Source: an optimization exercise on an open RTL-to-GDS flow (aim: small area). Production flows keep margins and buffers that such runs may drop.
Only simulation tests tie the RTL to the original design; equivalence was not proved.

==> tundra: inputs <==
==> flow/design.v <==
module calc_rca(a, b, ci, s, co);
  parameter W = 8;
  input  [W-1:0] a, b;
  input          ci;
  output [W-1:0] s;
  output         co;
  wire [W:0] c;
  assign c[0] = ci;
  genvar k;
  generate for (k = 0; k < W; k = k + 1) begin : bit_
    assign s[k] = a[k] ^ b[k] ^ c[k];
    assign c[k+1] = (a[k] & b[k]) | (a[k] & c[k]) | (b[k] & c[k]);
  end endgenerate
  assign co = c[W];
endmodule
module calc_multiplier(a, b, p);
  input  [23:0] a;
  input  [7:0]  b;
  output [23:0] p;
  wire [23:0] S [7:0];
  assign S[0] = a & {24{b[0]}};
  genvar j, k;
  generate for (j = 1; j < 8; j = j + 1) begin : row
    wire [24:0] c;
    assign c[j] = 1'b0;
    assign S[j][j-1:0] = S[j-1][j-1:0];
    for (k = j; k < 24; k = k + 1) begin : bit_
      wire pp = a[k-j] & b[j];
      assign S[j][k] = S[j-1][k] ^ pp ^ c[k];
      assign c[k+1] = (S[j-1][k] & pp) | (S[j-1][k] & c[k]) | (pp & c[k]);
    end
  end endgenerate
  assign p = S[7];
endmodule
module calc_divider(A, B, dq, dr);
  input  [7:0] A, B;
  output [7:0] dq, dr;
  wire [8:0] hz;
  assign hz[8] = 1'b1;
  genvar j, b;
  generate for (j = 7; j >= 0; j = j - 1) begin : hzg
    assign hz[j] = hz[j+1] & !B[j];
  end endgenerate
  wire [7:0] P [8:0];
  assign P[8] = 8'd0;
  generate for (j = 7; j >= 0; j = j - 1) begin : st
    localparam W = 8 - j;
    wire [W-1:0] T;
    if (W == 1) begin : t1
      assign T = A[j];
    end else begin : tn
      assign T = {P[j+1][W-2:0], A[j]};
    end
    wire [W:0] br;
    wire [W-1:0] d;
    assign br[0] = 1'b0;
    for (b = 0; b < W; b = b + 1) begin : bb
      assign d[b] = T[b] ^ B[b] ^ br[b];
      assign br[b+1] = (!T[b] & (B[b] | br[b])) | (B[b] & br[b]);
    end
    wire q = hz[W] & !br[W];
    assign dq[j] = q;
    if (W < 8) begin : pad
      assign P[j][7:W] = 0;
    end
    assign P[j][W-1:0] = q ? d : T;
  end endgenerate
  assign dr = P[0];
endmodule
module  main_calc_cu (Clk, Reset, dataInBus, btl, btr, btd, btu, btc,
			sel1, sel2, sel3, sel4, sel5, sel6, sel7,
			add, sub, div, mult, gcd, isprime, sqrt, done,
			num1_out, num2_out,
			textOut);
input [7:0] dataInBus;
input btl, btr, btd, btu, btc;
input Clk, Reset;
output sel1, sel2, sel3, sel4, sel5, sel6, sel7;
output add, sub, div, mult, gcd, isprime, sqrt, done;
output [8*32:0] textOut;
output [7:0] num1_out, num2_out;
localparam K_ADD = 3'd0, K_SUB = 3'd1, K_DIV = 3'd2, K_MULT = 3'd3,
           K_GCD = 3'd4, K_PRIME = 3'd5, K_POW = 3'd6;
localparam C_TITLE = 4'd0, C_IN1 = 4'd1, C_IN2 = 4'd2, C_CALC0 = 4'd3,
           C_CALC1 = 4'd4, C_DIVB = 4'd5, C_DONE = 4'd6, C_RESET = 4'd7;
localparam E_START = 3'd0, E_LA = 3'd1, E_LB = 3'd2, E_BEGIN = 3'd3,
           E_CALC = 3'd4, E_PH2 = 3'd5, E_DONE = 3'd6;
reg       mop;      
reg [2:0] mk;
reg       numf;
reg [3:0] tcode;    
reg [2:0] scode;    
wire      edone = (scode == C_DONE[2:0]);
assign sel1 = !mop && mk == 3'd0;
assign sel2 = !mop && mk == 3'd1;
assign sel3 = !mop && mk == 3'd2;
assign sel4 = !mop && mk == 3'd3;
assign sel5 = !mop && mk == 3'd4;
assign sel6 = !mop && mk == 3'd5;
assign sel7 = !mop && mk == 3'd6;
assign add     = mop && mk == K_ADD;
assign sub     = mop && mk == K_SUB;
assign div     = mop && mk == K_DIV;
assign mult    = mop && mk == K_MULT;
assign gcd     = mop && mk == K_GCD;
assign isprime = mop && mk == K_PRIME;
assign sqrt    = mop && mk == K_POW;
assign done    = 1'b0;
assign num1_out = {4'b0000, numf, 1'b0, numf, 1'b0};
assign num2_out = {numf, numf, 1'b0, numf, numf, numf, 1'b0, numf};
reg [2:0] nk;
always @* begin
  nk = mk;
  case (mk)
    3'd0: if (btd) nk = 3'd4; else if (btr) nk = 3'd1; else if (btl) nk = 3'd3;
    3'd1: if (btd) nk = 3'd5; else if (btr) nk = 3'd2; else if (btl) nk = 3'd0;
    3'd2: if (btd) nk = 3'd6; else if (btl) nk = 3'd1; else if (btr) nk = 3'd3;
    3'd3: if (btd) nk = 3'd6; else if (btl) nk = 3'd2; else if (btr) nk = 3'd0;
    3'd4: if (btd) nk = 3'd0; else if (btl) nk = 3'd6; else if (btr) nk = 3'd5;
    3'd5: if (btd) nk = 3'd1; else if (btl) nk = 3'd4; else if (btr) nk = 3'd6;
    3'd6: if (btd) nk = 3'd2; else if (btl) nk = 3'd5; else if (btr) nk = 3'd4;
    default: nk = mk;
  endcase
end
always @(posedge Clk, posedge Reset)
  if (Reset) begin
    mop <= 1'b0;
    mk <= 3'd0;
    numf <= 1'b0;
    tcode <= C_RESET;
  end else begin
    tcode <= mop ? {1'b0, scode} : {1'b1, mk};
    if (mop && mk == K_ADD)
      numf <= 1'b1;
    if (!mop) begin
      if (btc)
        mop <= 1'b1;
      else
        mk <= nk;
    end else if (edone && btc)
      mop <= 1'b0;
  end
reg [2:0]  est;
reg        Ready, flag;
reg [7:0]  A, B, R;
reg [23:0] acc;
reg [3:0]  i;
wire       addm = (mk == K_ADD);
wire [8:0] as_sum;
calc_rca #(8) u_as(.a(A), .b(B ^ {8{!addm}}), .ci(!addm), .s(as_sum[7:0]), .co(as_sum[8]));
wire       a_lt_b = !as_sum[8];         
wire       a_eq_b = (A == B);
wire [23:0] mulp;
calc_multiplier u_mul(.a(acc), .b(A), .p(mulp));
wire [7:0] dq, dr;
calc_divider u_div(.A(A), .B(B), .dq(dq), .dr(dr));
wire bz = (B == 8'd0);
wire [7:0] ft = {R[6:0], 1'b0};
wire [7:0] fd;
wire       fco;
calc_rca #(8) u_fr(.a(ft), .b(~B), .ci(1'b1), .s(fd), .co(fco));
wire       fq = R[7] | fco;
wire [7:0] binc;
wire       binc_co;
calc_rca #(8) u_bi(.a(B), .b(8'd0), .ci(1'b1), .s(binc), .co(binc_co));
wire       idn = (est == E_PH2) && (mk == K_GCD);
wire [3:0] inext;
wire       inext_co;
calc_rca #(4) u_ic(.a(i), .b({idn, idn, idn, 1'b1}), .ci(1'b0), .s(inext), .co(inext_co));
always @(posedge Clk)
  if (!mop) begin
    est <= E_START;
    scode <= C_TITLE[2:0];
  end else begin
    case (est)
      E_START: begin
        scode <= C_TITLE[2:0];
        Ready <= 1'b0;
        flag <= 1'b0;
        i <= 4'd0;
        B <= 8'd2;
        if (btc)
          est <= E_LA;
      end
      E_LA: begin
        scode <= C_IN1[2:0];
        if (btc) begin
          A <= dataInBus;
          est <= (mk == K_PRIME) ? E_CALC : E_LB;
        end
      end
      E_LB: begin
        scode <= C_IN2[2:0];
        if (btc) begin
          B <= (mk == K_POW) ? ~dataInBus : dataInBus;
          if (mk == K_POW) begin
            acc <= 24'd1;
            Ready <= (dataInBus == 8'd0);
          end
          if (mk == K_MULT)
            acc <= {8'd0, dataInBus, 8'd0};
          est <= (mk == K_DIV) ? E_BEGIN : E_CALC;
        end
      end
      E_BEGIN: begin
        scode <= C_DIVB[2:0];
        acc <= {bz ? 8'd0 : dq, 16'd0};
        R <= dr;
        Ready <= bz || (dr == 8'd0);
        est <= E_CALC;
      end
      E_CALC: begin
        scode <= Ready ? C_CALC1[2:0] : C_CALC0[2:0];
        case (mk)
          K_ADD, K_SUB: begin
            acc[23:12] <= {3'b000, as_sum};
            if (mk == K_SUB && a_lt_b) begin
              A <= B;
              B <= A;
              flag <= 1'b1;
            end
            if (btc)
              est <= E_DONE;
          end
          K_MULT: begin
            if (!flag) begin
              acc <= mulp;
              flag <= 1'b1;
            end
            if (btc)
              est <= E_DONE;
          end
          K_POW: begin
            if (!Ready) begin
              acc <= mulp;
              B <= binc;
              if (B == 8'hFE)
                Ready <= 1'b1;
            end else if (btc)
              est <= E_DONE;
          end
          K_PRIME: begin
            if (!Ready) begin
              if (dq[7:1] == 7'd0)
                Ready <= 1'b1;
              else if (dr == 8'd0) begin
                flag <= 1'b1;
                Ready <= 1'b1;
              end
              B <= binc;
            end else if (btc)
              est <= E_DONE;
          end
          K_GCD: begin
            if (!Ready) begin
              if (a_eq_b) begin
                if (i == 4'd0)
                  Ready <= 1'b1;
                else
                  est <= E_PH2;
                acc[23:16] <= A;
              end else if (a_lt_b) begin
                A <= B;
                B <= A;
              end else begin
                case ({A[0], B[0]})
                  2'b11: A <= as_sum[7:0];
                  2'b10: B <= B >> 1;
                  2'b01: A <= A >> 1;
                  2'b00: begin
                    i <= inext;
                    A <= A >> 1;
                    B <= B >> 1;
                  end
                endcase
              end
            end else if (btc)
              est <= E_DONE;
          end
          default: begin  
            if (!Ready)
              est <= E_PH2;
            else if (btc)
              est <= E_DONE;
          end
        endcase
      end
      E_PH2: begin
        scode <= Ready ? C_CALC1[2:0] : C_CALC0[2:0];
        if (mk == K_GCD) begin
          if (!Ready) begin
            if (i == 4'd0)
              Ready <= 1'b1;
            else begin
              acc[23:16] <= {acc[22:16], 1'b0};
              i <= inext;
            end
          end else if (btc)
            est <= E_DONE;
        end else begin  
          if (!Ready) begin
            R <= fq ? fd : ft;
            acc[15:0] <= {acc[14:0], fq};
            i <= inext;
            if (i == 4'd15)
              Ready <= 1'b1;
            est <= E_CALC;
          end else if (btc)
            est <= E_DONE;
        end
      end
      default: begin  
        scode <= C_DONE[2:0];
        if (mk == K_ADD || mk == K_SUB)
          acc[23:12] <= {3'b000, as_sum};
      end
    endcase
  end
function [7:0] hx;
  input [3:0] d;
  hx = (d < 4'd10) ? (8'h30 + {4'd0, d}) : (8'h37 + {4'd0, d});
endfunction
wire [3:0] N0 = acc[23:20], N1 = acc[19:16], N2 = acc[15:12],
           N3 = acc[11:8],  N4 = acc[7:4],   N5 = acc[3:0];
reg [256:0] txt;
always @* begin
  txt = 257'd0;
  casez (tcode)
    C_RESET: txt[255:0] = "xxxxxxxxxxresetxxxxxxxxxxxxxxxxx";
    4'b1???: begin
      txt[255:0] = " Add Sub Div Mlt GCD isPrme Pow ";
      case (tcode[2:0])
        3'd0: txt[255 - 8*0  -: 8] = "*";
        3'd1: txt[255 - 8*4  -: 8] = "*";
        3'd2: txt[255 - 8*8  -: 8] = "*";
        3'd3: txt[255 - 8*12 -: 8] = "*";
        3'd4: txt[255 - 8*16 -: 8] = "*";
        3'd5: txt[255 - 8*20 -: 8] = "*";
        default: txt[255 - 8*27 -: 8] = "*";
      endcase
    end
    C_TITLE: case (mk)
      K_ADD:   txt[255:0] = "Addition        Adds 2 Numbers  ";
      K_SUB:   txt[255:0] = "Subtraction     Subs 2 Numbers  ";
      K_DIV:   txt[255:0] = "Division        Divides 2 Nums  ";
      K_MULT:  txt[255:0] = "Multiplication  *'s 2 Numbers   ";
      K_GCD:   txt[255:0] = "Finds the GCD   Of Two Numbers  ";
      K_PRIME: txt[255:0] = "Determinses if  A # is Prime    ";
      default: txt[255:0] = "Pow             Powers a Number ";
    endcase
    C_IN1:   txt[255:0] = "Input 1st #     Then Press Btnc ";
    C_IN2:   txt[255:0] = "Input 2nd #     Then Press Btnc ";
    C_CALC0: txt[255:0] = "Calculating...                  ";
    C_CALC1: txt[255:0] = "Calculating...  Press Btnc      ";
    C_DIVB:  txt = {1'b1, "alculating...  00.0             "};
    default: case (mk)  
      K_ADD:   txt[255:0] = {"The Sum is:     ", hx(N0), hx(N1), hx(N2), "             "};
      K_SUB:   txt[255:0] = {"The Diff is:    ", flag ? "-" : " ", hx(N1), hx(N2), "             "};
      K_DIV:   txt[255:0] = {"The Quotient is:", hx(N0), hx(N1), ".", hx(N2), hx(N3), hx(N4), hx(N5), "         "};
      K_MULT:  txt[255:0] = {"The Product is: ", hx(N0), hx(N1), hx(N2), hx(N3), "            "};
      K_GCD:   txt[255:0] = {"The GCD is:     ", hx(N0), hx(N1), "              "};
      K_PRIME: txt[255:0] = {"The Number is:  ", flag ? "not" : "   ", " Prime       "};
      default: txt[255:0] = {"The Power is:   ", hx(N0), hx(N1), hx(N2), hx(N3), hx(N4), hx(N5), "          "};
    endcase
  endcase
end
assign textOut = txt;
endmodule
==> flow/run.sh <==
#!/bin/bash
# synth_recipe.tcl (not shown) runs the flow's synth.tcl, then flattens the netlist and writes it again
# the make line also repeats each setting of config.mk as NAME=value (left out here)
make -C /OpenROAD-flow-scripts/flow DESIGN_CONFIG=/design/flow/config.mk WORK_HOME=/design/flow/orfs CLKGATE_MAP_FILE= SYNTH_SCRIPT=/design/flow/synth_recipe.tcl finish
==> flow/config.mk <==
export PLATFORM = sky130hd
export DESIGN_NAME = main_calc_cu
export DESIGN_NICKNAME = main_calc_cu
export VERILOG_FILES = /design/flow/design.v
export SDC_FILE = /design/flow/constraint.sdc
export NUM_CORES = 4
export LEC_CHECK = 0
export ABC_AREA = 1
export CAP_MARGIN = 20
export CORE_MARGIN = 2
export CORE_UTILIZATION = 40
export SLEW_MARGIN = 20
==> flow/constraint.sdc <==
create_clock -name core_clock -period 32.0 [get_ports {Clk}]
set_input_delay 6.4000 -clock core_clock [delete_from_list [all_inputs] [get_ports {Clk}]]
set_output_delay 6.4000 -clock core_clock [all_outputs]
set_load 0.01 [all_outputs]
==> inputs of sierra, as changes to tundra <==
--- a/flow/design.v
+++ b/flow/design.v
@@ -17,20 +17,27 @@
   input  [23:0] a;
   input  [7:0]  b;
   output [23:0] p;
-  wire [23:0] S [7:0];
-  assign S[0] = a & {24{b[0]}};
-  genvar j, k;
-  generate for (j = 1; j < 8; j = j + 1) begin : row
-    wire [24:0] c;
-    assign c[j] = 1'b0;
-    assign S[j][j-1:0] = S[j-1][j-1:0];
-    for (k = j; k < 24; k = k + 1) begin : bit_
-      wire pp = a[k-j] & b[j];
-      assign S[j][k] = S[j-1][k] ^ pp ^ c[k];
-      assign c[k+1] = (S[j-1][k] & pp) | (S[j-1][k] & c[k]) | (pp & c[k]);
-    end
+  wire [8:0] bb = {b, 1'b0};
+  wire [23:0] V [3:0];
+  wire [3:0] neg;
+  wire [23:0] x2 = {a[22:0], 1'b0};
+  genvar k;
+  generate for (k = 0; k < 4; k = k + 1) begin : dig
+    wire b0 = bb[2*k], b1 = bb[2*k+1], b2 = bb[2*k+2];
+    wire one = b1 ^ b0;
+    wire two = (b2 & !b1 & !b0) | (!b2 & b1 & b0);
+    assign neg[k] = b2 & !(b1 & b0);
+    assign V[k] = ((a & {24{one}}) | (x2 & {24{two}})) ^ {24{neg[k]}};
   end endgenerate
-  assign p = S[7];
+  wire [23:0] T1, T2, T3, T4;
+  calc_rca #(24) r1(.a(V[0]), .b({V[1][21:0], 2'b00}), .ci(neg[0]), .s(T1), .co());
+  assign T2[1:0] = T1[1:0];
+  calc_rca #(22) r2(.a(T1[23:2]), .b({V[2][19:0], 2'b00}), .ci(neg[1]), .s(T2[23:2]), .co());
+  assign T3[3:0] = T2[3:0];
+  calc_rca #(20) r3(.a(T2[23:4]), .b({V[3][17:0], 2'b00}), .ci(neg[2]), .s(T3[23:4]), .co());
+  assign T4[5:0] = T3[5:0];
+  calc_rca #(18) r4(.a(T3[23:6]), .b({a[15:0] & {16{b[7]}}, 2'b00}), .ci(neg[3]), .s(T4[23:6]), .co());
+  assign p = T4;
 endmodule
 module calc_divider(A, B, dq, dr);
   input  [7:0] A, B;
@@ -142,12 +149,14 @@
   end
 reg [2:0]  est;
 reg        Ready, flag;
-reg [7:0]  A, B, R;
+reg [7:0]  A, B;        
 reg [23:0] acc;
 reg [3:0]  i;
 wire       addm = (mk == K_ADD);
 wire [8:0] as_sum;
-calc_rca #(8) u_as(.a(A), .b(B ^ {8{!addm}}), .ci(!addm), .s(as_sum[7:0]), .co(as_sum[8]));
+wire [7:0] ft = {A[6:0], 1'b0};
+wire [7:0] asx = (mk == K_DIV) ? ft : A;
+calc_rca #(8) u_as(.a(asx), .b(B ^ {8{!addm}}), .ci(!addm), .s(as_sum[7:0]), .co(as_sum[8]));
 wire       a_lt_b = !as_sum[8];         
 wire       a_eq_b = (A == B);
 wire [23:0] mulp;
@@ -155,11 +164,7 @@
 wire [7:0] dq, dr;
 calc_divider u_div(.A(A), .B(B), .dq(dq), .dr(dr));
 wire bz = (B == 8'd0);
-wire [7:0] ft = {R[6:0], 1'b0};
-wire [7:0] fd;
-wire       fco;
-calc_rca #(8) u_fr(.a(ft), .b(~B), .ci(1'b1), .s(fd), .co(fco));
-wire       fq = R[7] | fco;
+wire       fq = A[7] | as_sum[8];
 wire [7:0] binc;
 wire       binc_co;
 calc_rca #(8) u_bi(.a(B), .b(8'd0), .ci(1'b1), .s(binc), .co(binc_co));
@@ -205,7 +210,7 @@
       E_BEGIN: begin
         scode <= C_DIVB[2:0];
         acc <= {bz ? 8'd0 : dq, 16'd0};
-        R <= dr;
+        A <= dr;
         Ready <= bz || (dr == 8'd0);
         est <= E_CALC;
       end
@@ -258,7 +263,6 @@
                   Ready <= 1'b1;
                 else
                   est <= E_PH2;
-                acc[23:16] <= A;
               end else if (a_lt_b) begin
                 A <= B;
                 B <= A;
@@ -292,15 +296,15 @@
             if (i == 4'd0)
               Ready <= 1'b1;
             else begin
-              acc[23:16] <= {acc[22:16], 1'b0};
+              A <= ft;
               i <= inext;
             end
           end else if (btc)
             est <= E_DONE;
         end else begin  
           if (!Ready) begin
-            R <= fq ? fd : ft;
-            acc[15:0] <= {acc[14:0], fq};
+            A <= fq ? as_sum[7:0] : ft;
+            acc[15:0] <= {acc[14:12], fq, acc[10:0], acc[15]};
             i <= inext;
             if (i == 4'd15)
               Ready <= 1'b1;
@@ -313,6 +317,8 @@
         scode <= C_DONE[2:0];
         if (mk == K_ADD || mk == K_SUB)
           acc[23:12] <= {3'b000, as_sum};
+        if (mk == K_GCD)
+          acc[23:16] <= A;
       end
     endcase
   end
@@ -356,7 +362,7 @@
     default: case (mk)  
       K_ADD:   txt[255:0] = {"The Sum is:     ", hx(N0), hx(N1), hx(N2), "             "};
       K_SUB:   txt[255:0] = {"The Diff is:    ", flag ? "-" : " ", hx(N1), hx(N2), "             "};
-      K_DIV:   txt[255:0] = {"The Quotient is:", hx(N0), hx(N1), ".", hx(N2), hx(N3), hx(N4), hx(N5), "         "};
+      K_DIV:   txt[255:0] = {"The Quotient is:", hx(N0), hx(N1), ".", hx(N3), hx(N4), hx(N5), hx(N2), "         "};
       K_MULT:  txt[255:0] = {"The Product is: ", hx(N0), hx(N1), hx(N2), hx(N3), "            "};
       K_GCD:   txt[255:0] = {"The GCD is:     ", hx(N0), hx(N1), "              "};
       K_PRIME: txt[255:0] = {"The Number is:  ", flag ? "not" : "   ", " Prime       "};
==> flow/flow/run.sh (new file) <==
#!/bin/bash
# Own flow: the standard layout with
#  - synthesis as the standard one, but with an area-oriented ABC script (flow/area.abc);
#    flip-flops are mapped before ABC runs, so the registers are the standard synthesis's;
#  - the smallest buffer on every port;
#  - a small clock tree without dummy loads.
set -euo pipefail
W=$(pwd)
# ORFS synth.tcl with the ABC script swapped for ours
sed 's|^  log_cmd abc {\*}\$abc_args|  set abc_args [lreplace $abc_args 1 1 '"$W"'/flow/area.abc]\n  log_cmd abc {*}$abc_args|' \
  "$FLOW_HOME/scripts/synth.tcl" > "$W/own_synth_body.tcl"
grep -q "flow/area.abc" "$W/own_synth_body.tcl"
sed "s|source \$::env(SCRIPTS_DIR)/synth.tcl|source $W/own_synth_body.tcl|" synth_recipe.tcl > "$W/own_synth.tcl"
grep -q own_synth_body "$W/own_synth.tcl"
sed "s|SYNTH_SCRIPT=[^ ]*|SYNTH_SCRIPT=$W/own_synth.tcl|" standard.sh > "$W/own_standard.sh"
grep -q own_synth.tcl "$W/own_standard.sh"
export BUFFER_PORTS_ARGS="-buffer_cell sky130_fd_sc_hd__buf_1"
export CTS_ARGS="-sink_clustering_enable -repair_clock_nets -dont_use_dummy_load -buf_list sky130_fd_sc_hd__clkbuf_8"
bash "$W/own_standard.sh" > "$W/flow.log" 2>&1
==> flow/flow/area.abc (new file) <==
strash
balance -l; resub -K 6 -l; rewrite -l; resub -K 6 -N 2 -l; refactor -l; resub -K 8 -l; balance -l; resub -K 8 -N 2 -l; rewrite -l; resub -K 10 -l; rewrite -z -l; resub -K 10 -N 2 -l; balance -l; resub -K 12 -l; refactor -z -l; resub -K 12 -N 2 -l; rewrite -z -l; balance -l
dch -f
map -a
strash
balance -l; resub -K 6 -l; rewrite -l; resub -K 6 -N 2 -l; refactor -l; resub -K 8 -l; balance -l; resub -K 8 -N 2 -l; rewrite -l; resub -K 10 -l; rewrite -z -l; resub -K 10 -N 2 -l; balance -l; resub -K 12 -l; refactor -z -l; resub -K 12 -N 2 -l; rewrite -z -l; balance -l
dch -f
map -a
strash
dch -f
map -a
topo
stime -c
==> flow/standard.sh (new file) <==
#!/bin/bash
# synth_recipe.tcl (not shown) runs the flow's synth.tcl, then flattens the netlist and writes it again
# the make line also repeats each setting of config.mk as NAME=value (left out here)
make -C /OpenROAD-flow-scripts/flow DESIGN_CONFIG=/design/flow/config.mk WORK_HOME=/design/flow/orfs CLKGATE_MAP_FILE= SYNTH_SCRIPT=/design/flow/synth_recipe.tcl "${@:-finish}"
removed: flow/run.sh
==> summary.md <==
Run status
• **run status** timing/DRC/antenna clean

Floorplan
• **Die Outline Area** 0.0367 mm²

Layout
• **number of fill cells** 3,559
• **number of nets in the final layout** 2,409
• **sequential share of cell area** 11.6%
• **fraction of area in non-clock buffers** 16.1%
• **Post-Layout Cell Count** 2,648

Global route
• **wire length of the first global-routing pass** 86,700 µm

Synth
• **sequential area share after synthesis** 14.0%
• **mean instance size in the synthesized netlist** 7.00 µm²

[end of results for tundra]
==> summary.md <==
Synth
• **mean instance size in the synthesized netlist** 7.04 µm²
• **sequential area share after synthesis** 14.8%

Global route
• **wire length of the first global-routing pass** 82,800 µm

Layout
• **fraction of area in non-clock buffers** 8.99%
• **number of fill cells** 3,185
• **sequential share of cell area** 13.2%
• **number of nets in the final layout** 2,091
• **Post-Layout Cell Count** 2,309

Run status
• **run status** timing/DRC/antenna clean

Floorplan
• **Die Outline Area** 0.0307 mm²

[end of results for sierra]

separate check: timing with driven ports:
The results above use ideal ports. As a check the final layouts listed here were re-extracted and re-timed, cells and wires unchanged.
Step 1 (the two cells are an assumption about what drives the block):
set clk [get_ports {Clk}]
set_driving_cell -lib_cell sky130_fd_sc_hd__clkbuf_16 $clk
set_driving_cell -lib_cell sky130_fd_sc_hd__buf_2 [delete_from_list [all_inputs] $clk]
Step 2 adds t to the input delays and takes it off the output delays; t is the mean of the earliest and latest rising clock arrival at the registers after step 1. Input paths then give back, and output paths get back, about the clock's delay inside the block.
Slacks: ideal ports / drivers / drivers and shift; pairs: ideal ports / drivers.
run | shift t [ns] | setup slack, ns | worst data-port slew with drivers (ns) | cell pins on the clock port's net
tundra | 0.401 | 15.304 / 15.304 / 15.304 | 0.05 | 1
sierra | 0.404 | 12.646 / 12.646 / 12.646 | 0.03 | 1
After both steps setup and hold are still met in every run listed.
